Context: an optimization exercise on an open-source flow, tuned for small area, a short achievable clock period and few clock cycles per item. The choices shown serve that exercise and are no tape-out recipe. Only simulation tests tie the RTL to the original design; equivalence was not proved.

### run.sh
#!/bin/bash
# synth_recipe.tcl (not shown) runs the flow's synth.tcl, then flattens the netlist and writes it again
# the make line also repeats each setting of config.mk as NAME=value (left out here)
make -C /OpenROAD-flow-scripts/flow DESIGN_CONFIG=/design/flow/config.mk WORK_HOME=/design/flow/orfs CLKGATE_MAP_FILE= SYNTH_SCRIPT=/design/flow/synth_recipe.tcl finish
### config.mk
export PLATFORM = sky130hd
export DESIGN_NAME = ntt_core
export DESIGN_NICKNAME = ntt_core
export VERILOG_FILES = /design/flow/design.v
export SDC_FILE = /design/flow/constraint.sdc
export NUM_CORES = 4
export LEC_CHECK = 0
export CAP_MARGIN = 20
export CORE_MARGIN = 2
export CORE_UTILIZATION = 40
export PLACE_DENSITY = 0.6
export SETUP_SLACK_MARGIN = 5
export SLEW_MARGIN = 20
### constraint.sdc
create_clock -name core_clock -period 10.0 [get_ports {clk}]
set_input_delay 2.0000 -clock core_clock [delete_from_list [all_inputs] [get_ports {clk}]]
set_output_delay 2.0000 -clock core_clock [all_outputs]
set_load 0.01 [all_outputs]
### design.v
`timescale 1ns / 1ps
module mod_add #(
    parameter WIDTH = 23
)(
    input  wire [WIDTH-1:0] a,
    input  wire [WIDTH-1:0] b,
    input  wire [WIDTH-1:0] q,
    output wire [WIDTH-1:0] res
);
    wire [WIDTH+1:0] x = {2'b0, a};
    wire [WIDTH+1:0] y = {2'b0, b};
    wire [WIDTH+1:0] z = ~{2'b0, q};                     
    wire [WIDTH+1:0] cs = x ^ y ^ z;
    wire [WIDTH+1:0] cc = (x & y) | (x & z) | (y & z);
    wire [WIDTH+1:0] sum = x + y;
    wire [WIDTH+1:0] red = cs + {cc[WIDTH:0], 1'b1};     
    assign res = red[WIDTH+1] ? sum[WIDTH-1:0] : red[WIDTH-1:0];
endmodule
`timescale 1ns / 1ps
module mod_sub #(
    parameter WIDTH = 23
)(
    input  wire [WIDTH-1:0] a,
    input  wire [WIDTH-1:0] b,
    input  wire [WIDTH-1:0] q,
    output wire [WIDTH-1:0] res
);
    wire [WIDTH+1:0] x = {2'b0, a};
    wire [WIDTH+1:0] y = ~{2'b0, b};                     
    wire [WIDTH+1:0] z = {2'b0, q};
    wire [WIDTH+1:0] cs = x ^ y ^ z;
    wire [WIDTH+1:0] cc = (x & y) | (x & z) | (y & z);
    wire [WIDTH+1:0] dif = x - {2'b0, b};
    wire [WIDTH+1:0] cor = cs + {cc[WIDTH:0], 1'b1};     
    assign res = dif[WIDTH+1] ? cor[WIDTH-1:0] : dif[WIDTH-1:0];
endmodule
`timescale 1ns / 1ps
module g1_rom(
    input  wire        clk,
    input  wire [7:0]  k,
    output reg  [35:0] bd
);
    reg [22:0] z0;
    always @(*) begin
        case (k[6:0])
            7'd0: z0 = 23'd8191;
            7'd1: z0 = 23'd4337571;
            7'd2: z0 = 23'd4152377;
            7'd3: z0 = 23'd4140091;
            7'd4: z0 = 23'd7267856;
            7'd5: z0 = 23'd3795857;
            7'd6: z0 = 23'd3533777;
            7'd7: z0 = 23'd7792080;
            7'd8: z0 = 23'd7680160;
            7'd9: z0 = 23'd3490981;
            7'd10: z0 = 23'd5548051;
            7'd11: z0 = 23'd6297595;
            7'd12: z0 = 23'd6471454;
            7'd13: z0 = 23'd4037262;
            7'd14: z0 = 23'd7191630;
            7'd15: z0 = 23'd3557091;
            7'd16: z0 = 23'd6945356;
            7'd17: z0 = 23'd6549201;
            7'd18: z0 = 23'd1503747;
            7'd19: z0 = 23'd1971164;
            7'd20: z0 = 23'd1832143;
            7'd21: z0 = 23'd5759350;
            7'd22: z0 = 23'd2493053;
            7'd23: z0 = 23'd2172826;
            7'd24: z0 = 23'd683319;
            7'd25: z0 = 23'd4591870;
            7'd26: z0 = 23'd4334787;
            7'd27: z0 = 23'd5886079;
            7'd28: z0 = 23'd7516345;
            7'd29: z0 = 23'd7823867;
            7'd30: z0 = 23'd8371882;
            7'd31: z0 = 23'd966259;
            7'd32: z0 = 23'd6699798;
            7'd33: z0 = 23'd7856828;
            7'd34: z0 = 23'd5030987;
            7'd35: z0 = 23'd5162816;
            7'd36: z0 = 23'd4137859;
            7'd37: z0 = 23'd7653209;
            7'd38: z0 = 23'd715236;
            7'd39: z0 = 23'd5523664;
            7'd40: z0 = 23'd2005723;
            7'd41: z0 = 23'd6344840;
            7'd42: z0 = 23'd5932198;
            7'd43: z0 = 23'd7310896;
            7'd44: z0 = 23'd6914;
            7'd45: z0 = 23'd7119494;
            7'd46: z0 = 23'd5831596;
            7'd47: z0 = 23'd2666931;
            7'd48: z0 = 23'd7378650;
            7'd49: z0 = 23'd4874454;
            7'd50: z0 = 23'd7896224;
            7'd51: z0 = 23'd2725992;
            7'd52: z0 = 23'd7356083;
            7'd53: z0 = 23'd7999772;
            7'd54: z0 = 23'd6871435;
            7'd55: z0 = 23'd1905914;
            7'd56: z0 = 23'd1441970;
            7'd57: z0 = 23'd1670574;
            7'd58: z0 = 23'd2260648;
            7'd59: z0 = 23'd7029453;
            7'd60: z0 = 23'd3346691;
            7'd61: z0 = 23'd7589759;
            7'd62: z0 = 23'd2819343;
            7'd63: z0 = 23'd3448184;
            7'd64: z0 = 23'd4624468;
            7'd65: z0 = 23'd6265959;
            7'd66: z0 = 23'd794849;
            7'd67: z0 = 23'd7965277;
            7'd68: z0 = 23'd6855356;
            7'd69: z0 = 23'd301413;
            7'd70: z0 = 23'd937227;
            7'd71: z0 = 23'd1126296;
            7'd72: z0 = 23'd2272696;
            7'd73: z0 = 23'd2328044;
            7'd74: z0 = 23'd6506489;
            7'd75: z0 = 23'd4351935;
            7'd76: z0 = 23'd6279082;
            7'd77: z0 = 23'd5526218;
            7'd78: z0 = 23'd4706889;
            7'd79: z0 = 23'd884120;
            7'd80: z0 = 23'd4426025;
            7'd81: z0 = 23'd6201552;
            7'd82: z0 = 23'd7468004;
            7'd83: z0 = 23'd5783208;
            7'd84: z0 = 23'd1516428;
            7'd85: z0 = 23'd7145603;
            7'd86: z0 = 23'd6595502;
            7'd87: z0 = 23'd8228267;
            7'd88: z0 = 23'd6251266;
            7'd89: z0 = 23'd3876817;
            7'd90: z0 = 23'd7414660;
            7'd91: z0 = 23'd144757;
            7'd92: z0 = 23'd572134;
            7'd93: z0 = 23'd722827;
            7'd94: z0 = 23'd2573395;
            7'd95: z0 = 23'd6773559;
            7'd96: z0 = 23'd369934;
            7'd97: z0 = 23'd4452614;
            7'd98: z0 = 23'd8004947;
            7'd99: z0 = 23'd1970211;
            7'd100: z0 = 23'd4190295;
            7'd101: z0 = 23'd5268348;
            7'd102: z0 = 23'd3078951;
            7'd103: z0 = 23'd2724820;
            7'd104: z0 = 23'd876598;
            7'd105: z0 = 23'd6318032;
            7'd106: z0 = 23'd3014941;
            7'd107: z0 = 23'd1041205;
            7'd108: z0 = 23'd2427131;
            7'd109: z0 = 23'd539732;
            7'd110: z0 = 23'd5746653;
            7'd111: z0 = 23'd8246901;
            7'd112: z0 = 23'd6613043;
            7'd113: z0 = 23'd8242533;
            7'd114: z0 = 23'd5211196;
            7'd115: z0 = 23'd160064;
            7'd116: z0 = 23'd5969615;
            7'd117: z0 = 23'd4713638;
            7'd118: z0 = 23'd4110938;
            7'd119: z0 = 23'd1803100;
            7'd120: z0 = 23'd7777312;
            7'd121: z0 = 23'd4710889;
            7'd122: z0 = 23'd3075597;
            7'd123: z0 = 23'd8344869;
            7'd124: z0 = 23'd5722904;
            7'd125: z0 = 23'd1629220;
            7'd126: z0 = 23'd6949313;
            7'd127: z0 = 23'd645852;
            default: z0 = 23'd0;
        endcase
    end
    reg [22:0] z1;
    always @(*) begin
        case (k[6:0])
            7'd0: z1 = 23'd5978406;
            7'd1: z1 = 23'd2723744;
            7'd2: z1 = 23'd4914925;
            7'd3: z1 = 23'd138401;
            7'd4: z1 = 23'd2317728;
            7'd5: z1 = 23'd86223;
            7'd6: z1 = 23'd1582918;
            7'd7: z1 = 23'd7816947;
            7'd8: z1 = 23'd4370778;
            7'd9: z1 = 23'd1985283;
            7'd10: z1 = 23'd4449683;
            7'd11: z1 = 23'd2674846;
            7'd12: z1 = 23'd5754661;
            7'd13: z1 = 23'd4248338;
            7'd14: z1 = 23'd2780222;
            7'd15: z1 = 23'd550275;
            7'd16: z1 = 23'd6843584;
            7'd17: z1 = 23'd7958480;
            7'd18: z1 = 23'd4617553;
            7'd19: z1 = 23'd2718688;
            7'd20: z1 = 23'd2046968;
            7'd21: z1 = 23'd6118482;
            7'd22: z1 = 23'd4124652;
            7'd23: z1 = 23'd4254660;
            7'd24: z1 = 23'd7838993;
            7'd25: z1 = 23'd4347790;
            7'd26: z1 = 23'd6223809;
            7'd27: z1 = 23'd2003160;
            7'd28: z1 = 23'd2137261;
            7'd29: z1 = 23'd4876639;
            7'd30: z1 = 23'd1798979;
            7'd31: z1 = 23'd1007793;
            7'd32: z1 = 23'd3781677;
            7'd33: z1 = 23'd3994353;
            7'd34: z1 = 23'd3121527;
            7'd35: z1 = 23'd7946505;
            7'd36: z1 = 23'd4606122;
            7'd37: z1 = 23'd7408177;
            7'd38: z1 = 23'd5126575;
            7'd39: z1 = 23'd3601357;
            7'd40: z1 = 23'd4637696;
            7'd41: z1 = 23'd1691161;
            7'd42: z1 = 23'd7426014;
            7'd43: z1 = 23'd2343095;
            7'd44: z1 = 23'd3739825;
            7'd45: z1 = 23'd2032069;
            7'd46: z1 = 23'd7059465;
            7'd47: z1 = 23'd7237774;
            7'd48: z1 = 23'd3790019;
            7'd49: z1 = 23'd5272939;
            7'd50: z1 = 23'd6012205;
            7'd51: z1 = 23'd1826286;
            7'd52: z1 = 23'd6132153;
            7'd53: z1 = 23'd3162675;
            7'd54: z1 = 23'd2966326;
            7'd55: z1 = 23'd5661276;
            7'd56: z1 = 23'd5267893;
            7'd57: z1 = 23'd3750689;
            7'd58: z1 = 23'd7359120;
            7'd59: z1 = 23'd3418119;
            7'd60: z1 = 23'd457423;
            7'd61: z1 = 23'd5125748;
            7'd62: z1 = 23'd6242666;
            7'd63: z1 = 23'd2385895;
            7'd64: z1 = 23'd2829165;
            7'd65: z1 = 23'd5879857;
            7'd66: z1 = 23'd2221075;
            7'd67: z1 = 23'd1355859;
            7'd68: z1 = 23'd8301507;
            7'd69: z1 = 23'd410718;
            7'd70: z1 = 23'd397199;
            7'd71: z1 = 23'd4998893;
            7'd72: z1 = 23'd3338013;
            7'd73: z1 = 23'd8178470;
            7'd74: z1 = 23'd127680;
            7'd75: z1 = 23'd2762585;
            7'd76: z1 = 23'd3743225;
            7'd77: z1 = 23'd8078519;
            7'd78: z1 = 23'd4846089;
            7'd79: z1 = 23'd7865632;
            7'd80: z1 = 23'd6936100;
            7'd81: z1 = 23'd1919807;
            7'd82: z1 = 23'd1199658;
            7'd83: z1 = 23'd6039471;
            7'd84: z1 = 23'd1706095;
            7'd85: z1 = 23'd5899061;
            7'd86: z1 = 23'd5319963;
            7'd87: z1 = 23'd1454394;
            7'd88: z1 = 23'd5264279;
            7'd89: z1 = 23'd7922431;
            7'd90: z1 = 23'd8252630;
            7'd91: z1 = 23'd2346511;
            7'd92: z1 = 23'd5681279;
            7'd93: z1 = 23'd1672764;
            7'd94: z1 = 23'd2497089;
            7'd95: z1 = 23'd7378455;
            7'd96: z1 = 23'd3202193;
            7'd97: z1 = 23'd3264115;
            7'd98: z1 = 23'd3854033;
            7'd99: z1 = 23'd1048079;
            7'd100: z1 = 23'd4341843;
            7'd101: z1 = 23'd194510;
            7'd102: z1 = 23'd412555;
            7'd103: z1 = 23'd8152187;
            7'd104: z1 = 23'd3059983;
            7'd105: z1 = 23'd4979239;
            7'd106: z1 = 23'd5528863;
            7'd107: z1 = 23'd6681876;
            7'd108: z1 = 23'd5889224;
            7'd109: z1 = 23'd7543492;
            7'd110: z1 = 23'd621475;
            7'd111: z1 = 23'd598128;
            7'd112: z1 = 23'd2547668;
            7'd113: z1 = 23'd1321441;
            7'd114: z1 = 23'd572058;
            7'd115: z1 = 23'd4038431;
            7'd116: z1 = 23'd5974679;
            7'd117: z1 = 23'd8296669;
            7'd118: z1 = 23'd7696111;
            7'd119: z1 = 23'd1417091;
            7'd120: z1 = 23'd7069894;
            7'd121: z1 = 23'd3477672;
            7'd122: z1 = 23'd2913410;
            7'd123: z1 = 23'd4727692;
            7'd124: z1 = 23'd891563;
            7'd125: z1 = 23'd6680880;
            7'd126: z1 = 23'd5399788;
            7'd127: z1 = 23'd822261;
            default: z1 = 23'd0;
        endcase
    end
    wire [22:0] z = k[7] ? z1 : z0;
    wire [24:0] bx = {1'b0, z, 1'b0};
    integer i;
    reg [35:0] enc;
    always @(*) begin
        for (i = 0; i < 12; i = i + 1) begin
            enc[i]    = bx[2*i+1] ^ bx[2*i];
            enc[12+i] = (bx[2*i+2] & ~bx[2*i+1] & ~bx[2*i]) | (~bx[2*i+2] & bx[2*i+1] & bx[2*i]);
            enc[24+i] = bx[2*i+2];
        end
    end
    always @(posedge clk) bd <= enc;
endmodule
`timescale 1ns / 1ps
module mont_mul (
    input  wire        clk,
    input  wire [22:0] a,
    input  wire [35:0] bd,       
    output reg  [22:0] res
);
    localparam [23:0] Q = 24'd8380417;
    localparam [45:0] K = 46'h2AAAAB000000;
    wire [45:0] row [0:12];
    wire [11:0] neg;
    genvar i;
    generate
        for (i = 0; i < 12; i = i + 1) begin : g_pp
            wire one = bd[i];
            wire two = bd[12+i];
            wire [23:0] mag = ({24{one}} & {1'b0, a}) | ({24{two}} & {a, 1'b0});
            wire [23:0] y = mag ^ {24{neg[i]}};
            wire [24:0] r = {~neg[i], y};
            assign neg[i] = bd[24+i];
            if (i == 0) begin : g_r0
                assign row[i] = {21'd0, r};
            end else begin : g_ri
                wire [46+2*i:0] sh = {21'd0, r, 1'b0, neg[i-1], {(2*i-2){1'b0}}};
                assign row[i] = sh[45:0];
            end
        end
    endgenerate
    assign row[12] = K | ({45'd0, neg[11]} << 22);
    function [91:0] csa(input [45:0] x, input [45:0] y, input [45:0] z);
        reg [45:0] s, c;
        begin
            s = x ^ y ^ z;
            c = (x & y) | (x & z) | (y & z);
            csa = {s, c[44:0], 1'b0};
        end
    endfunction
    wire [91:0] l1a = csa(row[0], row[1], row[2]);
    wire [91:0] l1b = csa(row[3], row[4], row[5]);
    wire [91:0] l1c = csa(row[6], row[7], row[8]);
    wire [91:0] l1d = csa(row[9], row[10], row[11]);
    wire [91:0] l2a = csa(l1a[91:46], l1a[45:0], l1b[91:46]);
    wire [91:0] l2b = csa(l1b[45:0], l1c[91:46], l1c[45:0]);
    wire [91:0] l2c = csa(l1d[91:46], l1d[45:0], row[12]);
    wire [91:0] l3a = csa(l2a[91:46], l2a[45:0], l2b[91:46]);
    wire [91:0] l3b = csa(l2b[45:0], l2c[91:46], l2c[45:0]);
    wire [91:0] l4a = csa(l3a[91:46], l3a[45:0], l3b[91:46]);
    wire [91:0] l5a = csa(l4a[91:46], l4a[45:0], l3b[45:0]);
    reg [45:0] ps, pc;
    always @(posedge clk) begin
        ps <= l5a[91:46];
        pc <= l5a[45:0];
    end
    wire [45:0] p   = ps + pc;
    wire [22:0] lo  = p[22:0];
    wire [10:0] shc = {1'b0, lo[22:13]} + {1'b0, lo[9:0]};
    reg [22:0] hi_r, s_r;
    reg        e_r;
    always @(posedge clk) begin
        hi_r <= p[45:23];
        s_r  <= {shc[9:0], lo[12:0]};
        e_r  <= shc[10] & (lo[9:0] != 10'd0);
    end
    function [49:0] csa25(input [24:0] x, input [24:0] y, input [24:0] z);
        reg [24:0] c;
        begin
            c = (x & y) | (x & z) | (y & z);
            csa25 = {x ^ y ^ z, c[23:0], 1'b0};
        end
    endfunction
    wire [49:0] u1 = csa25({2'd0, hi_r}, {12'd0, s_r[22:10]}, ~{2'd0, s_r});
    wire [49:0] u2 = csa25(u1[49:25], u1[24:0], {23'd0, e_r, ~e_r});
    wire [49:0] v1 = csa25(u2[49:25], u2[24:0], {2'd0, Q[22:0]});
    wire [24:0] u  = u2[49:25] + u2[24:0];
    wire [24:0] v  = v1[49:25] + v1[24:0];
    always @(posedge clk) res <= u[24] ? v[22:0] : u[22:0];
endmodule
`timescale 1ns / 1ps
module ntt_core #(
    parameter WIDTH = 24
)(
    input  wire          clk,
    input  wire          rst_n,
    input  wire          start,
    output reg           done,
    output reg  [7:0]    ram_addr_a,
    output reg           ram_we_a,
    output wire [WIDTH-1:0] ram_wdata_a,
    input  wire [WIDTH-1:0] ram_rdata_a,
    output reg  [7:0]    ram_addr_b,
    output reg           ram_we_b,
    output wire [WIDTH-1:0] ram_wdata_b,
    input  wire [WIDTH-1:0] ram_rdata_b
);
    localparam [22:0] Q = 23'd8380417;
    localparam [10:0] LAST    = 11'd1035;    
    localparam [1:0] S_IDLE = 2'd0, S_RUN = 2'd1, S_DONE = 2'd2;
    reg [1:0]  state;
    function [7:0] arr(input [7:0] G, input [1:0] t);
        reg [5:0] n;
        begin
            n = G[5:0];
            case (G[7:6])
                2'd0: arr = {t, n};
                2'd1: arr = {n[5], n[4], t, n[3], n[0], n[2], n[1]};
                2'd2: arr = {n[5], n[4], n[3], n[0], t, n[2], n[1]};
                default: arr = {n[5], n[0], n[4], n[3], n[2], n[1], t};
            endcase
        end
    endfunction
    function [7:0] maddr(input [2:0] s, input [7:0] j);
        begin
            case (s)
                3'd0: maddr = j;
                3'd1: maddr = {j[6], j[0], j[5], j[4], j[3], j[2], j[1], j[7]};
                3'd2: maddr = {j[6], j[0], j[4], j[2], j[3], j[5], j[1], j[7]};
                3'd3: maddr = {j[6], j[0], j[2], j[3], j[4], j[5], j[1], j[7]};
                default: maddr = {j[0], j[1], j[2], j[3], j[4], j[5], j[6], j[7]};
            endcase
        end
    endfunction
    function [7:0] zk1(input [7:0] G);
        reg [7:0] j;
        begin
            j = arr(G, 2'd0);
            case (G[7:6])
                2'd0: zk1 = 8'd1;
                2'd1: zk1 = {5'd0, 1'b1, j[7:6]};
                2'd2: zk1 = {3'd0, 1'b1, j[7:4]};
                default: zk1 = {1'b0, 1'b1, j[7:2]};
            endcase
        end
    endfunction
    reg  [10:0] cx;
    reg  [8:0]  kq0, kq1, kq2, kq3;
    wire        run   = (state == S_RUN);
    wire [1:0]  xph   = run ? cx[1:0] : 2'd1;
    wire [8:0]  xg    = !run ? 9'd0 : (xph == 2'd1) ? kq0 : (xph == 2'd0) ? kq1 : kq3;
    wire [1:0]  tA    = {xph[0], 1'b0};
    wire [1:0]  tB    = {xph[0], 1'b1};
    wire        r4_wr = xph[1] && !kq3[8];
    reg  [7:0]  jA, jB;
    reg  [2:0]  js;
    reg         jwe;
    always @(posedge clk or negedge rst_n) begin
        if (!rst_n) begin
            jwe        <= 1'b0;
            ram_addr_a <= 8'd0;
            ram_addr_b <= 8'd0;
            ram_we_a   <= 1'b0;
            ram_we_b   <= 1'b0;
        end else begin
            jwe        <= run && r4_wr;
            ram_addr_a <= maddr(js, jA);
            ram_addr_b <= maddr(js, jB);
            ram_we_a   <= jwe && run;
            ram_we_b   <= jwe && run;
        end
    end
    always @(posedge clk) begin
        jA <= arr(xg[7:0], tA);
        jB <= arr(xg[7:0], tB);
        js <= xph[1] ? {1'b0, kq3[7:6]} + 3'd1 : {1'b0, xg[7:6]};    
    end
    always @(posedge clk or negedge rst_n) begin
        if (!rst_n) begin
            state <= S_IDLE;
            cx    <= 11'd2;
            kq0   <= 9'd0;
            kq1   <= 9'h1FF;
            kq2   <= 9'h1FE;
            kq3   <= 9'h1FD;
            done  <= 1'b0;
        end else begin
            case (state)
                S_IDLE: begin
                    done <= 1'b0;
                    cx   <= 11'd2;
                    kq0  <= 9'd0;
                    kq1  <= 9'h1FF;
                    kq2  <= 9'h1FE;
                    kq3  <= 9'h1FD;
                    if (start) state <= S_RUN;
                end
                S_RUN: begin
                    cx <= cx + 11'd1;
                    if (cx[1:0] == 2'd3) begin
                        kq0 <= kq0 + 9'd1;
                        kq1 <= kq1 + 9'd1;
                        kq2 <= kq2 + 9'd1;
                        kq3 <= kq3 + 9'd1;
                    end
                    if (cx == LAST + 11'd2) begin
                        state <= S_DONE;
                        done  <= 1'b1;
                    end
                end
                default: begin
                    cx   <= 11'd2;
                    kq0  <= 9'd0;
                    kq1  <= 9'h1FF;
                    kq2  <= 9'h1FE;
                    kq3  <= 9'h1FD;
                    if (!start) begin
                        state <= S_IDLE;
                        done  <= 1'b0;
                    end
                end
            endcase
        end
    end
    reg  [7:0]  zK;
    reg  [1:0]  zph;
    always @(posedge clk) begin
        zK  <= zk1(xph[1] ? kq2[7:0] : kq1[7:0]);
        zph <= xph;
    end
    wire [7:0]  zidx = zph[1] ? {zK[6:0], zph[0]} : zK;
    wire [35:0] zbd;
    g1_rom u_rom (.clk(clk), .k(zidx), .bd(zbd));
    reg [3:0] ph;
    always @(posedge clk or negedge rst_n) begin
        if (!rst_n)
            ph <= 4'b0001;
        else if (state != S_RUN)
            ph <= 4'b0001;
        else
            ph <= {ph[2:0], ph[3]};
    end
    reg [22:0] rA, rB, dB;
    reg [22:0] H3, H0a, H2a, H2b;
    reg [22:0] mop, bu;
    reg [22:0] wdA, wdB;
    assign ram_wdata_a = {1'b0, wdA};
    assign ram_wdata_b = {1'b0, wdB};
    always @(posedge clk) begin
        if (ph[1] || ph[2]) begin
            rA <= ram_rdata_a[22:0];
            rB <= ram_rdata_b[22:0];
        end
        if (ph[2]) dB <= rB;
        if (ph[1]) H3 <= wdB;
        if (ph[0]) begin
            H0a <= wdA;
            H2a <= wdB;
            H2b <= H2a;
        end
    end
    always @(posedge clk) begin
        mop <= ({23{ph[3]}} & rA) | ({23{ph[0]}} & rB) |
               ({23{ph[1]}} & wdA) | ({23{ph[2]}} & H3);
        bu  <= ({23{ph[3]}} & dB) | ({23{ph[0]}} & H0a) |
               ({23{ph[1]}} & H2b) | ({23{ph[2]}} & rA);
    end
    wire [22:0] mp;
    mont_mul u_mul (.clk(clk), .a(mop), .bd(zbd), .res(mp));
    wire [22:0] bsum, bdif;
    mod_add #(.WIDTH(23)) u_add (.a(bu), .b(mp), .q(Q), .res(bsum));
    mod_sub #(.WIDTH(23)) u_sub (.a(bu), .b(mp), .q(Q), .res(bdif));
    always @(posedge clk) begin
        wdA <= bsum;
        wdB <= bdif;
    end
endmodule
==> results of run 1 <==
[worst paths after layout]
kind                                   from            to  slack, ps  depth (start not counted)
worst max-delay path                  zK[4]  u_rom.bd[19]       4870                         10
worst min-delay path            u_mul.ps[2]  u_mul.s_r[2]        380                          0
worst max register to register        zK[4]  u_rom.bd[19]       4870                         10
worst min register to register  u_mul.ps[2]  u_mul.s_r[2]        380                          0
max in group asynchronous             rst_n         ph[2]       7890                          2
min in group asynchronous             rst_n         cx[0]       1510                          2
[metrics by stage]
step	cell area [µm²]	setup slack [ps]	std cells
after floorplan	46800	6030	5260
after global placement	49200	4390	6637
after detailed placement	49200	4460	6637
after CTS	51600	4900	6753
after global routing	51700	4940	6759
final	51700	4870	6764
[cell families after synthesis]
kind of cell             share of synthesized area
AO/OA/AOI/OAI                                0.225
AND/OR/NAND/NOR                              0.104
buffers and inverters                       0.0771
adder cells (fa/ha/maj)                      0.218
flip-flops                                   0.272
XOR/XNOR                                    0.0841
multiplexers                                0.0189
other                                    0.0000802
[layout by cell type (no fill, tap or decap), drive strengths merged, types with 250 or more instances in the layout]
cell,n
nor2,309
a21oi,308
o21ai,250
dfxtp,307
xnor2,349
fa,271
inv,548
nand2,396
ha,383
a22oi,359
[cell type report]
class                           count  area, µm²  share of cell area
Inverter                          549       2070              0.0400
Clock inverter                     41        639              0.0124
Tap cell                         1524       1910              0.0369
Clock buffer                       75       1680              0.0325
Antenna cell                        5       12.5            0.000242
Sequential cell                   537      12700               0.246
Multi-Input combinational cell   3808      30700               0.593
Timing Repair Buffer              225       2000              0.0386
[critical path: cells and delay by family, from the launching register on]
kind            cells  cell delay, ps
simple gates        5            2330
compound gates      3             910
mux                 1             690
flops               1             650
buf+inv             1             400
[what timing repair did]
action,in CTS,in global routing
setup endpoints to repair,27,59
pin swaps,0,1
buffers inserted,0,5
cloned,0,0
resized for setup,17,31
[per-layer routing]
metal | vias to the layer above | wire length (µm) | GRT usage
li1 | 18365 | - | -
met3 | 583 | 17100 | 0.0685
met5 | - | 15 | 0
met2 | 2220 | 76400 | 0.436
met4 | 2 | 10000 | 0.133
met1 | 19893 | 70600 | 0.369
==> impl_metrics.py, run 1 <==
metrics = {
    "global_route": {
        "grt_pass1_vias": 39426,
        "grtUsageTotal": 0.282,
        "grt_first_pass_wirelength_mm": 257,
        "grt_remaining_overflow": 0,
        "grt_max_degree": 162,
        "antenna_found_initial": 6,
    },
    "yosys": {
        "yosysSeqAreaShare": 0.272,
        "synth.distinct_cells": 99,
        "synthArstFlopShare": 0.128,
        "yosys-top-cells-area": "dfxtp_1 13%, fa_1 12%, edfxtp_1 10%, ha_1 10%, xnor2_1 6.5%",
        "ys_ff_latch": 537,
        "synth_top_area_share": 0.131,
        "yosysMostFrequentCell": "inv_1",
        "synth_edf_count": 161,
        "yosysWarnings": 3,
        "post_synth.cell_area_avg_um2": 8.89,
        "syn_area_um2": 46800,
        "synth.largest_area_cell": "dfxtp_1",
        "synthCells": 5259,
        "yosys-top-cells-count": "538 x inv_1, 392 x nand2_1, 383 x ha_1, 359 x a22oi_1, 348 x xnor2_1",
        "synth-main-ff-cell": "dfxtp_1",
    },
    "cells_and_area": {
        "biggestRegsByFlops": "u_mul.ps (46), u_mul.pc (40), u_rom.bd (35)",
        "drive_gt1_frac": 0.0701,
        "nFillCells": 11375,
        "top_register": "u_mul.ps",
        "nets": 5887,
        "largest_reg_flops": 46,
        "final_core_util": 0.446,
        "syn_to_final_growth_pct": 10.6,
    },
    "sta": {
        "setup_violations": 0,
        "finalHoldViolations": 0,
        "max_clock_freq_mhz": 195,
        "rsz0062_at_grt": "yes",
        "max_slew.worst_pin.slew_ps": 1290,
        "fin_skew_ps": 53.9,
        "setup_tns_ps": 0,
        "layout_min_cycle_time_ps": 5130,
        "finalMaxSlewViolations": 0,
        "whs_ps": 384,
        "min_period_over_period": 0.513,
        "slew_headroom": 0.141,
    },
    "detailed_routing": {
        "vias_per_cell": 6.07,
        "firstDrtPassIters": 10,
        "routed_wl_mm": 174,
        "vias": 41063,
        "drc": 0,
        "drtIter0Drc": 5029,
        "wl_per_cell_um": 25.8,
        "antenna_left": 0,
    },
    "setup_path": {
        "path_cells": "mux2_4 > buf_4 > nor2_2 > nand3_1 > o21ai_0 > nor4_1 > a211oi_1 > a21oi_1 > or3_1 > nand2_1",
        "startpoint_type": "flop",
        "critical_path_required_ps": 10610,
        "max_stage_delay_ps": 1040,
        "worstPathMaxFanout": 51,
        "endpoint_kind": "flop",
        "criticalPathCategory": "flop to flop",
        "arrival_ps": 5730,
        "slowest_stage": "nor2_2",
    },
    "clock_tree": {
        "cts_buffers": 61,
        "worstSkewPairLatency_ps": 690,
        "h-tree-depth": 2,
        "cts_hold_repair.buffers": 0,
        "cts_tree": "built",
        "cts-root-buf": "clkbuf_16",
        "clkTransAtPathRegs_ps": 60,
        "cts_max_path_buffers": 3,
        "cts_sinks": 537,
    },
    "placed_design": {
        "hpwl_mm": 121,
        "port_buffers": 113,
        "gp_congestion": 1.04,
    },
    "floorplan": {
        "die_w_um": 346,
        "design.core.area_um2": 116000,
        "die_h_um": 346,
        "rows": 125,
        "start_util": 0.403,
        "io-pin-count": 118,
        "die_area_um2": 120000,
    },
    "status": {
        "outcome": "complete, no violations",
    },
    "flow_run": {
        "cap_violations": 0,
    },
    "hold_path": {
        "hold_path.class": "flop to flop",
    },
}
Testbench counts, summed over its fixed seeds: cycles 24,912, transforms 24.
==> inputs of run 2 (changes only) <==
==> flow/run.sh (new file) <==
#!/bin/bash
# The standard layout (the standard.sh: standard synthesis, floorplan, place,
# CTS, route, finish), with the repair steps aiming at a setup slack margin of
# 6.3 ns instead of 0, so that they also work on paths shorter than the clock
# period. The constraints (constraint.sdc) are unchanged.
set -euo pipefail
bash standard.sh SETUP_SLACK_MARGIN=6.3 finish > standard.log 2>&1
==> standard.sh (new file) <==
#!/bin/bash
# synth_recipe.tcl (not shown) runs the flow's synth.tcl, then flattens the netlist and writes it again
# the make line also repeats each setting of config.mk as NAME=value (left out here)
make -C /OpenROAD-flow-scripts/flow DESIGN_CONFIG=/design/flow/config.mk WORK_HOME=/design/flow/orfs CLKGATE_MAP_FILE= SYNTH_SCRIPT=/design/flow/synth_recipe.tcl "${@:-finish}"
--- a/config.mk
+++ b/config.mk
@@ -9,5 +9,4 @@
 export CORE_MARGIN = 2
 export CORE_UTILIZATION = 40
 export PLACE_DENSITY = 0.6
-export SETUP_SLACK_MARGIN = 5
 export SLEW_MARGIN = 20
removed: run.sh
==> run 2 against run 1 <==
Net effect:
- clock skew is 22 ps higher
- cell area is 11% higher
- fmax is 24% higher
- global-route usage is 1.1 points higher
- highest routed layer unchanged
==> impl_metrics.py, run 2 <==
metrics = {
    "status": {
        "outcome": "complete, no violations",
    },
    "cells_and_area": {
        "biggestRegsByFlops": "u_mul.ps (46), u_mul.pc (40), u_rom.bd (35)",
        "final_common_cell": "inv_1",
        "fin_cells": 6994,
        "regArea_um2": 12900,
        "largest_reg_flops": 46,
        "drive_gt1_frac": 0.181,
        "final_area_um2": 57600,
        "layout_common_cells": "522 x inv_1, 369 x nand2_1, 342 x ha_1",
        "top_register": "u_mul.ps",
        "syn_to_final_growth_pct": 23.1,
        "nets": 6122,
        "multi_input_area_um2": 33000,
        "nFillCells": 10843,
    },
    "detailed_routing": {
        "vias": 43521,
        "routed_wl_mm": 189,
        "drtIter0Drc": 5674,
        "wl_per_cell_um": 27.0,
        "drc": 0,
        "antenna_left": 0,
        "vias_per_cell": 6.22,
        "firstDrtPassIters": 10,
    },
    "sta": {
        "min_period_over_period": 0.414,
        "finalMaxSlewViolations": 0,
        "finalHoldViolations": 0,
        "setup_violations": 0,
        "max_clock_freq_mhz": 242,
        "rsz0062_at_grt": "yes",
        "layout_min_cycle_time_ps": 4140,
        "max_slew.worst_pin.slew_ps": 1030,
        "setup_tns_ps": 0,
        "fin_ws_ps": 5860,
        "fin_skew_ps": 75.9,
        "slew_headroom": 0.316,
    },
    "yosys": {
        "yosysSeqAreaShare": 0.272,
        "synth.distinct_cells": 99,
        "synth_top_area_share": 0.131,
        "yosysMostFrequentCell": "inv_1",
        "synth_edf_count": 161,
        "synth-main-ff-cell": "dfxtp_1",
        "synthArstFlopShare": 0.128,
        "post_synth.cell_area_avg_um2": 8.89,
        "yosysWarnings": 3,
        "ys_ff_latch": 537,
        "yosys-top-cells-area": "dfxtp_1 13%, fa_1 12%, edfxtp_1 10%, ha_1 10%, xnor2_1 6.5%",
        "yosys-top-cells-count": "538 x inv_1, 392 x nand2_1, 383 x ha_1, 359 x a22oi_1, 348 x xnor2_1",
        "synthCells": 5259,
        "synth.largest_area_cell": "dfxtp_1",
        "syn_area_um2": 46800,
    },
    "setup_path": {
        "worstReg2RegStart": "u_mul.hi_r[1]",
        "max_stage_delay_ps": 580,
        "startpoint_type": "flop",
        "critical_path_required_ps": 10560,
        "path_cells": "fa_1 > fa_2 > ha_4 > ha_4 > inv_2 > fa_2 > nor2b_2 > o211ai_1 > a21oi_2 > o211ai_1 > a2111oi_2 > a2111o_1 > a31oi_1 > xor2_1 > mux2i_2",
        "arrival_ps": 4690,
        "worstPathMaxFanout": 2,
        "endpoint_kind": "flop",
        "slowest_stage": "fa_1",
        "crit_path_start": "u_mul.hi_r[1]",
        "criticalPathCategory": "flop to flop",
    },
    "clock_tree": {
        "clkTransAtPathRegs_ps": 60,
        "cts-root-buf": "clkbuf_16",
        "worstSkewPairLatency_ps": 680,
        "cts_buffers": 59,
        "cts_sinks": 537,
        "cts_max_path_buffers": 3,
        "h-tree-depth": 2,
        "cts_tree": "built",
    },
    "floorplan": {
        "start_util": 0.403,
        "design.core.area_um2": 116000,
        "rows": 125,
        "io-pin-count": 118,
        "die_area_um2": 120000,
        "die_w_um": 346,
        "die_h_um": 346,
    },
    "global_route": {
        "met1_usage": 0.376,
        "grt_first_pass_wirelength_mm": 268,
        "grt_max_degree": 140,
        "grt_pass1_vias": 40879,
        "use_met3": 0.0873,
        "grtUsageTotal": 0.293,
        "use_met2": 0.447,
        "antenna_found_initial": 12,
        "grt_remaining_overflow": 0,
        "grt-busiest-layer": "met2",
    },
    "placed_design": {
        "gp_congestion": 1.05,
        "dp_slack_ps": 4400,
        "hpwl_mm": 121,
        "port_buffers": 113,
        "placed_area_um2": 49300,
        "place_inst": 6642,
    },
    "hold_path": {
        "min-delay-start": "u_mul.ps[0]",
        "hold_path.class": "flop to flop",
    },
    "flow_run": {
        "cap_violations": 0,
    },
}
[run 2: cell counts after synthesis]
No cell type changed its count.
[run 2: path summary, 6_finish.rpt]
path | endpoint | slack (ps) | depth (start not counted)
worst min-delay path | u_mul.s_r[0] | 370 | 0
max in group asynchronous | ph[3] | 7880 | 2
worst min register to register | u_mul.s_r[0] | 370 | 0
worst max register to register | u_mul.res[21] | 5860 | 15
min in group asynchronous | kq2[0] | 1510 | 2
worst max-delay path | u_mul.res[21] | 5860 | 15
[run 2: worst max-delay path, delay by kind of cell (launching register included)]
kind / cells / cell delay (ps)
AO/OA/AOI/OAI: 6 / 1220
XOR/XNOR: 1 / 180
adder cells (fa/ha/maj): 5 / 1860
buffers and inverters: 1 / 40
flip-flops: 1 / 360
multiplexers: 1 / 240
AND/OR/NAND/NOR: 1 / 140
[run 2: cells by family after synthesis]
group                      Yosys count  share of synthesized area
AOI/OAI and AO/OA                 1545                      0.225
xor gates and xnor gates           448                     0.0841
adders and majority gates          654                      0.218
buffers and inverters              915                     0.0771
DFF                                537                      0.272
muxes                               79                     0.0189
other                                1                  0.0000802
and+or+nand+nor                   1080                      0.104
[run 2: cell type report]
class | count | area share
Antenna cell | 6 | 0.000261
Clock buffer | 71 | 0.0271
Clock inverter | 37 | 0.00800
Inverter | 549 | 0.0366
Multi-Input combinational cell | 3815 | 0.574
Sequential cell | 537 | 0.224
Tap cell | 1524 | 0.0331
Timing Repair Buffer | 455 | 0.0965
[run 2: through the flow]
stage	hold slack, ps	util
6_report	368	0.496
3_5_place_dp	379	0.425
4_1_cts	350	0.468
2_1_floorplan	355	-
5_1_grt	369	0.496
3_3_place_gp	387	0.425
[run 2: what timing repair did]
| item | 4_1_cts | 5_1_grt |
|---|---|---|
| endpoints found under the setup margin | 178 | 116 |
| hold buffers | 0 | 0 |
| gates resized for setup | 423 | 451 |
| hold endpoints to repair | 0 | 0 |
| buffers inserted | 100 | 97 |
| pin swaps | 61 | 127 |
| gates cloned | 21 | 19 |
[run 2: metal layers]
layer	part of all wire	vias up
li1	-	18898
met3	0.11	838
met1	0.38	21021
met5	0.00077	-
met4	0.073	10
met2	0.43	2754
==> inputs of run 3 (changes only) <==
--- a/config.mk
+++ b/config.mk
@@ -7,6 +7,6 @@
 export LEC_CHECK = 0
 export CAP_MARGIN = 20
 export CORE_MARGIN = 2
-export CORE_UTILIZATION = 40
-export PLACE_DENSITY = 0.6
+export CORE_UTILIZATION = 60
+export PLACE_DENSITY = 0.75
 export SLEW_MARGIN = 20
==> run 3 against run 2 <==
Net effect:
- still clean
- worst setup slack better by 26 ps
- register-to-register slack better by 30 ps
- clock-buffer cell count increased by 5
- worst hold slack gained 26 ps
- area after synthesis unchanged
- global-route usage grew 14 points
- largest cell class unchanged
==> impl_metrics.py, run 3 <==
metrics = {
    "global_route": {
        "grt_max_degree": 140,
        "grt_first_pass_wirelength_mm": 266,
        "grtUsageTotal": 0.434,
        "grt_pass1_vias": 41809,
        "antenna_found_initial": 8,
        "grt_remaining_overflow": 0,
    },
    "setup_path": {
        "reg2reg_slack_ps": 5890,
        "endpoint_kind": "flop",
        "max_stage_delay_ps": 580,
        "critical_path_required_ps": 10560,
        "path_cells": "inv_2 > fa_1 > fa_2 > ha_4 > ha_4 > inv_2 > fa_2 > nor2b_4 > o211ai_1 > a21oi_2 > o211ai_1 > a2111oi_4 > a2111o_1 > a21oi_2 > xor2_1 > mux2i_1",
        "reg2reg_to": "u_mul.res[19]",
        "startpoint_type": "flop",
        "slowest_stage": "fa_1",
        "arrival_ps": 4670,
        "r2r_cells": 16,
        "worstReg2RegStart": "u_mul.s_r[1]",
        "worstPathMaxFanout": 3,
        "criticalPathCategory": "flop to flop",
    },
    "hold_path": {
        "hold_path.class": "flop to flop",
        "min_delay_worst_endpoint": "u_mul.s_r[4]",
        "min-delay-start": "u_mul.ps[4]",
        "holdPathStages": 0,
    },
    "clock_tree": {
        "clkTransAtPathRegs_ps": 60,
        "worstSkewPairLatency_ps": 670,
        "cts_buffers": 57,
        "cts_max_path_buffers": 3,
        "cts_sinks": 537,
        "h-tree-depth": 2,
        "cts_hold_repair.buffers": 0,
        "cts-root-buf": "clkbuf_16",
        "cts_tree": "built",
    },
    "placed_design": {
        "port_buffers": 113,
        "gp_congestion": 1.09,
        "placed_area_um2": 48600,
        "hpwl_mm": 117,
    },
    "sta": {
        "setup_violations": 0,
        "slew_headroom": 0.233,
        "finalHoldViolations": 0,
        "rsz0062_at_grt": "yes",
        "max_slew.worst_pin.slew_ps": 1150,
        "layout_min_cycle_time_ps": 4110,
        "fin_skew_ps": 66.5,
        "setup_tns_ps": 0,
        "max_clock_freq_mhz": 243,
        "min_period_over_period": 0.411,
        "finalMaxSlewViolations": 0,
    },
    "yosys": {
        "yosys-top-cells-count": "538 x inv_1, 392 x nand2_1, 383 x ha_1, 359 x a22oi_1, 348 x xnor2_1",
        "yosys-top-cells-area": "dfxtp_1 13%, fa_1 12%, edfxtp_1 10%, ha_1 10%, xnor2_1 6.5%",
        "muxShareOfSynthArea": 0.0189,
        "synth.distinct_cells": 99,
        "ys_ff_latch": 537,
        "synthCells": 5259,
        "synth-main-ff-cell": "dfxtp_1",
        "syn_area_um2": 46800,
        "yosys.area_share.adder": 0.218,
        "synth_edf_count": 161,
        "synth_top_area_share": 0.131,
        "synthSimpleGateAreaFrac": 0.104,
        "synth_xor_area_frac": 0.0841,
        "synth-compound-area-share": 0.225,
        "yosysWarnings": 3,
        "synthArstFlopShare": 0.128,
        "synth_top_family_by_area": "compound AO/OA/AOI/OAI gates",
        "post_synth.cell_area_avg_um2": 8.89,
        "yosysSeqAreaShare": 0.272,
        "yosysMostFrequentCell": "inv_1",
        "synth.largest_area_cell": "dfxtp_1",
    },
    "detailed_routing": {
        "routed_wl_mm": 188,
        "antenna_left": 0,
        "vias": 44931,
        "highest-signal-layer": "met5",
        "firstDrtPassIters": 13,
        "vias_per_cell": 6.93,
        "drtIter0Drc": 7172,
        "wl_per_cell_um": 29.0,
        "met2_wirelength_mm": 77.1,
        "drt-met1-wl_mm": 67.8,
        "drc": 0,
        "met3_wirelength_mm": 26.6,
    },
    "floorplan": {
        "die_h_um": 283,
        "die_area_um2": 80200,
        "io-pin-count": 118,
        "design.core.area_um2": 77300,
        "rows": 102,
        "start_util": 0.605,
        "die_w_um": 283,
    },
    "cells_and_area": {
        "nets": 6096,
        "biggestRegsByFlops": "u_mul.ps (46), u_mul.pc (40), u_rom.bd (35)",
        "layout_common_cells": "523 x inv_1, 374 x nand2_1, 347 x ha_1",
        "syn_to_final_growth_pct": 20.4,
        "drive_gt1_frac": 0.176,
        "largest_reg_flops": 46,
        "final_area_um2": 56300,
        "final_common_cell": "inv_1",
        "top_register": "u_mul.ps",
    },
    "flow_run": {
        "cap_violations": 0,
    },
    "status": {
        "outcome": "complete, no violations",
    },
}
run 3: cell types whose count changed in the layout (fill, tap and decap cells not counted), moves of 9 or more:
cell             before  now
buf_12               75   48
clkbuf_8              4   13
dfxtp_2              34   23
o21ai_2              22   13
fa_2                 18   27
fa_1                253  244
clkdlybuf4s50_1      97  106
dlygate4sd2_1        14    5
run 3: worst max path at each step:
stage / startpoint / to / slack, ps / depth (start not counted)
3_5_place_dp: zph[1] / u_rom.bd[21] / 4370 / 15
2_1_floorplan: u_mul.s_r[1] / u_mul.res[22] / 6250 / 15
5_1_grt: u_mul.s_r[1] / u_mul.res[19] / 5740 / 16
6_report: u_mul.s_r[1] / u_mul.res[19] / 5890 / 16
4_1_cts: u_mul.s_r[11] / u_mul.res[21] / 6020 / 15
3_3_place_gp: zph[1] / u_rom.bd[21] / 4360 / 15
run 3: cell type report:
class	count	area [µm²]
multi-input cells	3811	32700
fillers	5527	21000
flip-flops and latches	537	12900
repair buffers	434	5120
inverters	549	2120
clock buffers	76	1640
well taps	1040	1300
clock inverters	32	432
repair inverters	1	7.51
diodes	3	7.51
run 3: cell families (layout without fill, tap and decap cells):
| logic type | count (synthesis) | in the layout |
|---|---|---|
| flops | 537 | 537 |
| other cells | 1 | 5 |
| simple gates | 1080 | 1081 |
| mux | 79 | 81 |
| buf+inv | 915 | 1092 |
| fa+ha+maj | 654 | 654 |
| compound gates | 1545 | 1545 |
| xor+xnor | 448 | 448 |
run 3: layer usage:
metal	vias up	global-route usage
met3	1133	0.151
met4	18	0.255
li1	18812	-
met5	-	0.0137
met1	21441	0.560
met2	3527	0.628
run 3: what timing repair did:
action                                  4_1_cts  5_1_grt
pin swaps                                    58      153
gates resized for setup                     410      384
endpoints found under the setup margin      182      125
buffers inserted                             94       94
gates cloned                                 22       15
run 3: through the flow:
step | hold slack, ps | utilization | setup WS [ps] | cells
after floorplan | 355 | - | 6250 | 5260
after global placement | 396 | 0.628 | 4360 | 6146
after detailed placement | 398 | 0.628 | 4370 | 6146
after CTS | 393 | 0.691 | 6020 | 6370
after global routing | 392 | 0.728 | 5740 | 6481
final | 393 | 0.728 | 5890 | 6483
run 3: worst max-delay path: cells and delay by family, from the launching register on:
family / cells / cell delay (ps)
simple gates: 1 / 130
buf+inv: 2 / 70
compound gates: 6 / 1280
mux: 1 / 200
fa+ha+maj: 5 / 1840
flops: 1 / 330
xor+xnor: 1 / 150
==> inputs of run 4 (changes only) <==
--- a/design.v
+++ b/design.v
@@ -392,11 +392,11 @@
         end
     endfunction
     wire [49:0] u1 = csa25({2'd0, hi_r}, {12'd0, s_r[22:10]}, ~{2'd0, s_r});
-    wire [49:0] u2 = csa25(u1[49:25], u1[24:0], {23'd0, e_r, ~e_r});
-    wire [49:0] v1 = csa25(u2[49:25], u2[24:0], {2'd0, Q[22:0]});
-    wire [24:0] u  = u2[49:25] + u2[24:0];
-    wire [24:0] v  = v1[49:25] + v1[24:0];
-    always @(posedge clk) res <= u[24] ? v[22:0] : u[22:0];
+    wire [24:0] uc = {u1[24:1], e_r};
+    wire [49:0] v1 = csa25(u1[49:25], uc, {2'd0, Q[22:0]});
+    wire [25:0] u  = {u1[49:25], 1'b1} + {uc, 1'b1};
+    wire [25:0] v  = {v1[49:25], 1'b1} + {v1[24:0], 1'b1};
+    always @(posedge clk) res <= u[25] ? v[23:1] : u[23:1];
 endmodule
 `timescale 1ns / 1ps
 module ntt_core #(
==> flow/run.sh (replaced) <==
#!/bin/bash
# The standard layout (the standard.sh: standard synthesis, floorplan, place,
# CTS, route, finish), with the repair steps aiming at a setup slack margin of
# 6.5 ns instead of 0, so that they also work on paths shorter than the clock
# period. The constraints (constraint.sdc) are unchanged.
set -euo pipefail
bash standard.sh SETUP_SLACK_MARGIN=6.5 finish > standard.log 2>&1
--- a/config.mk
+++ b/config.mk
@@ -7,6 +7,6 @@
 export LEC_CHECK = 0
 export CAP_MARGIN = 20
 export CORE_MARGIN = 2
-export CORE_UTILIZATION = 60
-export PLACE_DENSITY = 0.75
+export CORE_UTILIZATION = 40
+export PLACE_DENSITY = 0.6
 export SLEW_MARGIN = 20
==> run 4 against run 3 <==
Net effect:
- still clean
- fmax up 8.7%
- utilization down 21 points
- non-clock buffer count up 102
- via count down 2.2%
- clock-buffer cell count down 6
- final cell count up 8.3%
- clock skew down 26 ps
- sequential share of layout area down 1.2 points
- flip-flop and latch count unchanged
- largest cell class unchanged
- highest routed layer unchanged
==> impl_metrics.py, run 4 <==
metrics = {
    "global_route": {
        "grt_remaining_overflow": 0,
        "grt_first_pass_wirelength_mm": 274,
        "grt_max_degree": 72,
        "antenna_found_initial": 11,
        "grt_pass1_vias": 41956,
        "grtUsageTotal": 0.303,
    },
    "floorplan": {
        "rows": 125,
        "io-pin-count": 118,
        "die_w_um": 345,
        "die_area_um2": 119000,
        "design.core.area_um2": 116000,
        "start_util": 0.402,
        "die_h_um": 345,
    },
    "clock_tree": {
        "cts-root-buf": "clkbuf_16",
        "worstSkewPairLatency_ps": 660,
        "cts_max_path_buffers": 3,
        "h-tree-depth": 2,
        "cts_sinks": 537,
        "clkTransAtPathRegs_ps": 60,
        "cts_tree": "built",
        "cts_buffers": 58,
    },
    "detailed_routing": {
        "firstDrtPassIters": 10,
        "antenna_left": 0,
        "drtIter0Drc": 5747,
        "vias_per_cell": 6.26,
        "routed_wl_mm": 195,
        "wl_per_cell_um": 27.7,
        "drc": 0,
        "vias": 43932,
    },
    "sta": {
        "setup_violations": 0,
        "layout_min_cycle_time_ps": 3780,
        "max_clock_freq_mhz": 265,
        "finalHoldViolations": 0,
        "slew_headroom": 0.236,
        "finalMaxSlewViolations": 0,
        "fin_ws_ps": 6220,
        "max_slew.worst_pin.slew_ps": 1150,
        "fin_skew_ps": 40.2,
        "setup_tns_ps": 0,
        "min_period_over_period": 0.378,
        "rsz0062_at_grt": "yes",
    },
    "cells_and_area": {
        "syn_to_final_growth_pct": 27.9,
        "biggestRegsByFlops": "u_mul.ps (46), u_mul.pc (40), u_rom.bd (35)",
        "final_common_cell": "inv_1",
        "drive_gt1_frac": 0.248,
        "final_area_um2": 59500,
        "nFillCells": 10271,
        "nets": 6122,
        "top_register": "u_mul.ps",
        "layout_common_cells": "452 x inv_1, 343 x nand2_1, 326 x xnor2_1",
        "largest_reg_flops": 46,
    },
    "placed_design": {
        "placed_area_um2": 48800,
        "gp_congestion": 1.06,
        "port_buffers": 113,
        "hpwl_mm": 121,
        "dp_slack_ps": 4740,
    },
    "setup_path": {
        "reg2reg_slack_ps": 6220,
        "critical_path_required_ps": 10550,
        "arrival_ps": 4330,
        "r2r_cells": 14,
        "worstPathMaxFanout": 19,
        "path_cells": "buf_12 > mux2i_1 > buf_6 > clkinvlp_4 > buf_4 > ha_1 > buf_6 > nand2_1 > a21oi_1 > o311ai_0 > o21ai_1 > a21oi_2 > o21ai_2 > ha_1",
        "endpoint_kind": "flop",
        "worstReg2RegStart": "zph[1]",
        "startpoint_type": "flop",
        "crit_cells": 14,
        "max_stage_delay_ps": 440,
        "reg2reg_to": "u_rom.bd[11]",
        "criticalPathCategory": "flop to flop",
        "slowest_stage": "nand2_1",
        "cp_num_buf_inv": 5,
        "path_delay_family": "compound AO/OA/AOI/OAI gates",
    },
    "yosys": {
        "synth_top_area_share": 0.132,
        "synthArstFlopShare": 0.128,
        "ys_ff_latch": 537,
        "synth-main-ff-cell": "dfxtp_1",
        "yosys-top-cells-count": "519 x inv_1, 375 x nand2_1, 368 x a22oi_1, 361 x ha_1, 360 x xnor2_1",
        "synth.distinct_cells": 101,
        "yosysMostFrequentCell": "inv_1",
        "synth.largest_area_cell": "dfxtp_1",
        "yosysWarnings": 3,
        "yosysSeqAreaShare": 0.274,
        "synthCells": 5205,
        "post_synth.cell_area_avg_um2": 8.94,
        "yosys-top-cells-area": "dfxtp_1 13%, fa_1 12%, edfxtp_1 10%, ha_1 9.7%, xnor2_1 6.8%",
        "syn_area_um2": 46500,
        "synth_edf_count": 161,
    },
    "hold_path": {
        "min-delay-start": "H2a[11]",
        "holdPathStages": 0,
        "min_delay_worst_endpoint": "H2b[11]",
        "hold_path.class": "flop to flop",
    },
    "flow_run": {
        "cap_violations": 0,
    },
    "status": {
        "outcome": "complete, no violations",
    },
}
-- run 4: cell types whose count changed in the layout (fill, tap and decap cells not counted), sizes merged, moves of 14 or more --
cell | before | now
inv | 542 | 527
nor2 | 309 | 294
clkdlybuf4s50 | 106 | 47
nand2 | 396 | 376
nand2b | 32 | 46
ha | 383 | 361
dlygate4sd2 | 5 | 63
o21ai | 250 | 265
buf | 294 | 399
a211oi | 77 | 52
-- run 4: per-layer routing --
layer / GRT usage / share of wire / vias to the layer above
li1: - / - / 18873
met1: 0.376 / 0.37 / 21225
met2: 0.468 / 0.44 / 2920
met3: 0.0855 / 0.11 / 908
met4: 0.182 / 0.080 / 6
met5: 0 / 0.00021 / -
-- run 4: stage by stage --
stage          hold WS, ps   util  instances
2_1_floorplan          355      -       5206
5_1_grt                406  0.514       7014
3_3_place_gp           399  0.422       6573
6_report               409  0.514       7019
4_1_cts                410  0.482       6880
3_5_place_dp           399  0.422       6573
-- run 4: worst max path at each step --
stage	start	to	slack (ps)
final	zph[1]	u_rom.bd[11]	6220
after global routing	mop[17]	u_mul.ps[22]	6170
after CTS	u_mul.s_r[10]	u_mul.res[21]	6280
after detailed placement	zK[1]	u_rom.bd[19]	4740
after global placement	zK[1]	u_rom.bd[19]	4740
after floorplan	u_rom.bd[18]	u_mul.ps[23]	6480
-- run 4: kinds of logic after synthesis --
logic type               synth area share
AO/OA/AOI/OAI                       0.225
AND/OR/NAND/NOR                     0.104
buffers and inverters              0.0786
adder cells (fa/ha/maj)             0.214
flip-flops                          0.274
XOR/XNOR                           0.0868
multiplexers                       0.0177
other                           0.0000806
-- run 4: layout make-up --
class                           instances  area (µm²)  area share
Tap cell                             1524        1910      0.0320
Clock buffer                           70        1600      0.0269
Antenna cell                            6        15.0    0.000252
Sequential cell                       537       13000       0.218
Multi-Input combinational cell       3778       34100       0.574
Timing Repair Buffer                  536        6480       0.109
Inverter                              528        2050      0.0344
Clock inverter                         40         355     0.00597
-- run 4: timing repair --
action,CTS,global route
hold endpoints to repair,0,0
setup endpoints to repair,240,152
resized for setup,821,503
hold buffers,0,0
cloned,36,18
buffers inserted,161,115
pin swaps,209,281
Testbench counts of run 4, summed over its fixed seeds: cycles 24,912, transforms 24.
==> inputs of run 5 (changes only) <==
--- a/config.mk
+++ b/config.mk
@@ -10,3 +10,4 @@
 export CORE_UTILIZATION = 40
 export PLACE_DENSITY = 0.6
 export SLEW_MARGIN = 20
+export TNS_END_PERCENT = 10
==> run 5 against run 4 <==
Net effect:
- cell area down 7.2%
- wire length down 4.9%
- fmax down 2.0%
- critical endpoint is now u_mul.ps[22]
- largest cell class unchanged
- highest routed layer unchanged
==> impl_metrics.py, run 5 <==
metrics = {
    "status": {
        "outcome": "complete, no violations",
    },
    "setup_path": {
        "startpoint_type": "flop",
        "worstPathMaxFanout": 23,
        "critical_path_required_ps": 10520,
        "r2r_cells": 9,
        "max_stage_delay_ps": 700,
        "criticalPathCategory": "flop to flop",
        "crit_path_start": "u_rom.bd[4]",
        "path_cells": "a22oi_1 > xnor2_1 > fa_1 > inv_1 > fa_1 > fa_1 > fa_1 > inv_1 > fa_1",
        "arrival_ps": 4370,
        "slowest_stage": "dfxtp_2",
        "reg2reg_to": "u_mul.ps[22]",
        "worstReg2RegStart": "u_rom.bd[4]",
        "critPathMostFrequentCell": "fa_1",
        "reg2reg_slack_ps": 6140,
        "endpoint_kind": "flop",
    },
    "global_route": {
        "grt_pass1_vias": 40936,
        "grtUsageTotal": 0.299,
        "grt_first_pass_wirelength_mm": 272,
        "antenna_found_initial": 4,
        "grt_remaining_overflow": 0,
        "grt_max_degree": 84,
    },
    "clock_tree": {
        "cts-root-buf": "clkbuf_16",
        "cts_buffers": 61,
        "cts_max_path_buffers": 3,
        "h-tree-depth": 2,
        "cts_hold_repair.buffers": 0,
        "worstSkewPairLatency_ps": 680,
        "clkTransAtPathRegs_ps": 70,
        "cts_tree": "built",
        "cts_sinks": 537,
    },
    "yosys": {
        "yosys-top-cells-area": "dfxtp_1 13%, fa_1 12%, edfxtp_1 10%, ha_1 9.7%, xnor2_1 6.8%",
        "yosysSeqAreaShare": 0.274,
        "synth.distinct_cells": 101,
        "yosysMostFrequentCell": "inv_1",
        "ys_ff_latch": 537,
        "syn_area_um2": 46500,
        "synth-main-ff-cell": "dfxtp_1",
        "synth.largest_area_cell": "dfxtp_1",
        "synth_top_area_share": 0.132,
        "post_synth.cell_area_avg_um2": 8.94,
        "synthCells": 5205,
        "synth_edf_count": 161,
        "yosys-top-cells-count": "519 x inv_1, 375 x nand2_1, 368 x a22oi_1, 361 x ha_1, 360 x xnor2_1",
        "yosysWarnings": 3,
        "synthArstFlopShare": 0.128,
    },
    "floorplan": {
        "die_area_um2": 119000,
        "die_w_um": 345,
        "design.core.area_um2": 116000,
        "io-pin-count": 118,
        "rows": 125,
        "start_util": 0.402,
        "die_h_um": 345,
    },
    "cells_and_area": {
        "drive_gt1_frac": 0.149,
        "nFillCells": 10940,
        "largest_reg_flops": 46,
        "final_common_cell": "inv_1",
        "nets": 5978,
        "top_register": "u_mul.ps",
        "layout_common_cells": "501 x inv_1, 366 x a22oi_1, 357 x nand2_1, 357 x xnor2_1, 318 x ha_1",
        "syn_to_final_growth_pct": 18.6,
        "biggestRegsByFlops": "u_mul.ps (46), u_mul.pc (40), u_rom.bd (35)",
    },
    "hold_path": {
        "min-delay-start": "H2a[15]",
        "holdPathStages": 0,
        "hold_path.class": "flop to flop",
        "min_delay_worst_endpoint": "H2b[15]",
    },
    "flow_run": {
        "cap_violations": 0,
    },
    "sta": {
        "setup_violations": 0,
        "setup_tns_ps": 0,
        "max_slew.worst_pin.slew_ps": 1020,
        "finalHoldViolations": 0,
        "finalMaxSlewViolations": 0,
        "max_clock_freq_mhz": 259,
        "min_period_over_period": 0.386,
        "rsz0062_at_grt": "yes",
        "whs_ps": 393,
        "layout_min_cycle_time_ps": 3860,
        "fin_skew_ps": 48.9,
        "slew_headroom": 0.317,
    },
    "detailed_routing": {
        "antenna_left": 0,
        "vias": 42479,
        "drc": 0,
        "firstDrtPassIters": 9,
        "routed_wl_mm": 185,
        "drtIter0Drc": 5417,
        "vias_per_cell": 6.18,
        "wl_per_cell_um": 27.0,
    },
    "placed_design": {
        "hpwl_mm": 122,
        "port_buffers": 113,
        "gp_congestion": 1.07,
    },
}
==> run 5: cell count changes in the layout (fill, tap and decap cells not counted), moves of 31 or more <==
cell,change
clkdlybuf4s50_1,+63
buf_12,-45
inv_2,-47
dlygate4sd2_1,-61
a22oi_1,+96
dfxtp_1,+34
inv_1,+49
a22oi_2,-96
buf_6,-38
fa_1,+61
fa_2,-61
xnor2_2,-31
xnor2_1,+31
==> run 5: critical path, delay by kind of cell (launching register included) <==
family                     cells  cell delay (ps)
AOI/OAI and AO/OA              1              190
buffers and inverters          2              150
xor gates and xnor gates       1              190
DFF                            1              700
adders and majority gates      5             2490
==> run 5: routing by layer <==
| metal | global-route usage | share of wire | up-vias |
|---|---|---|---|
| met2 | 0.460 | 0.44 | 2596 |
| li1 | - | - | 18579 |
| met1 | 0.381 | 0.39 | 20570 |
| met5 | 0 | 0.000070 | - |
| met4 | 0.166 | 0.067 | 2 |
| met3 | 0.0795 | 0.11 | 732 |
==> run 5: area by class of cell <==
| type | instances | area, µm² | share of cell area |
|---|---|---|---|
| diodes | 1 | 2.50 | 0.0000453 |
| clock buffers | 75 | 1680 | 0.0305 |
| clock inverters | 41 | 601 | 0.0109 |
| inverters | 528 | 2030 | 0.0367 |
| multi-input cells | 3777 | 32000 | 0.579 |
| flip-flops and latches | 537 | 12900 | 0.233 |
| well taps | 1524 | 1910 | 0.0345 |
| repair buffers | 390 | 4170 | 0.0756 |
==> run 5: repair_timing <==
| action | in CTS | in global routing |
|---|---|---|
| pin swaps | 64 | 56 |
| endpoints found under the setup margin | 243 | 222 |
| resized for setup | 431 | 142 |
| setup buffers | 127 | 27 |
| cloned | 18 | 4 |
==> run 5: through the flow <==
step / cells / utilization / area (µm²) / setup WS, ps
2_1_floorplan: 5206 / - / 46700 / 6380
3_3_place_gp: 6580 / 0.422 / 48800 / 4230
3_5_place_dp: 6580 / 0.422 / 48800 / 4270
4_1_cts: 6841 / 0.470 / 54400 / 6220
5_1_grt: 6873 / 0.477 / 55200 / 6060
6_report: 6873 / 0.477 / 55200 / 6140
==> run 5: worst max path at each step <==
stage              endpoint  slack (ps)
3_3_place_gp   u_rom.bd[20]        4230
4_1_cts        u_mul.ps[22]        6220
3_5_place_dp   u_rom.bd[20]        4270
5_1_grt           u_mul.e_r        6060
2_1_floorplan  u_mul.ps[23]        6380
6_report       u_mul.ps[22]        6140
==> run 5: kinds of logic after synthesis <==
group | share of synthesized area
simple gates | 0.104
mux | 0.0177
fa+ha+maj | 0.214
compound gates | 0.225
flops | 0.274
other cells | 0.0000806
xor+xnor | 0.0868
buf+inv | 0.0786

-- separate check: timing with driven ports --
How much do the figures lean on ideal ports? The routed layouts below were timed once more, with nothing changed but the port constraints. Step 1: set_driving_cell puts a clkbuf_16 on clk and a buf_2 on each other input, an assumption about the parent block. Step 2 times the ports against the registers' clock, not the clock port: input delays grow and output delays shrink by t, the midpoint of the rising clock arrivals with the driver on. Three values: ideal, step 1, step 2; two values: the first two.
run | t (ns) | slack for setup (ns) | hold WS [ns]
run 1 | 0.729 | 4.872 / 4.872 / 4.872 | 0.384 / 0.384 / 0.384
run 2 | 0.720 | 5.864 / 5.864 / 5.864 | 0.368 / 0.368 / 0.368
run 3 | 0.707 | 5.890 / 5.890 / 5.890 | 0.393 / 0.393 / 0.393
run 4 | 0.718 | 6.220 / 6.220 / 6.220 | 0.409 / 0.409 / 0.409
run 5 | 0.731 | 6.144 / 6.144 / 6.144 | 0.393 / 0.393 / 0.393
After both steps setup and hold are still met in every run listed.
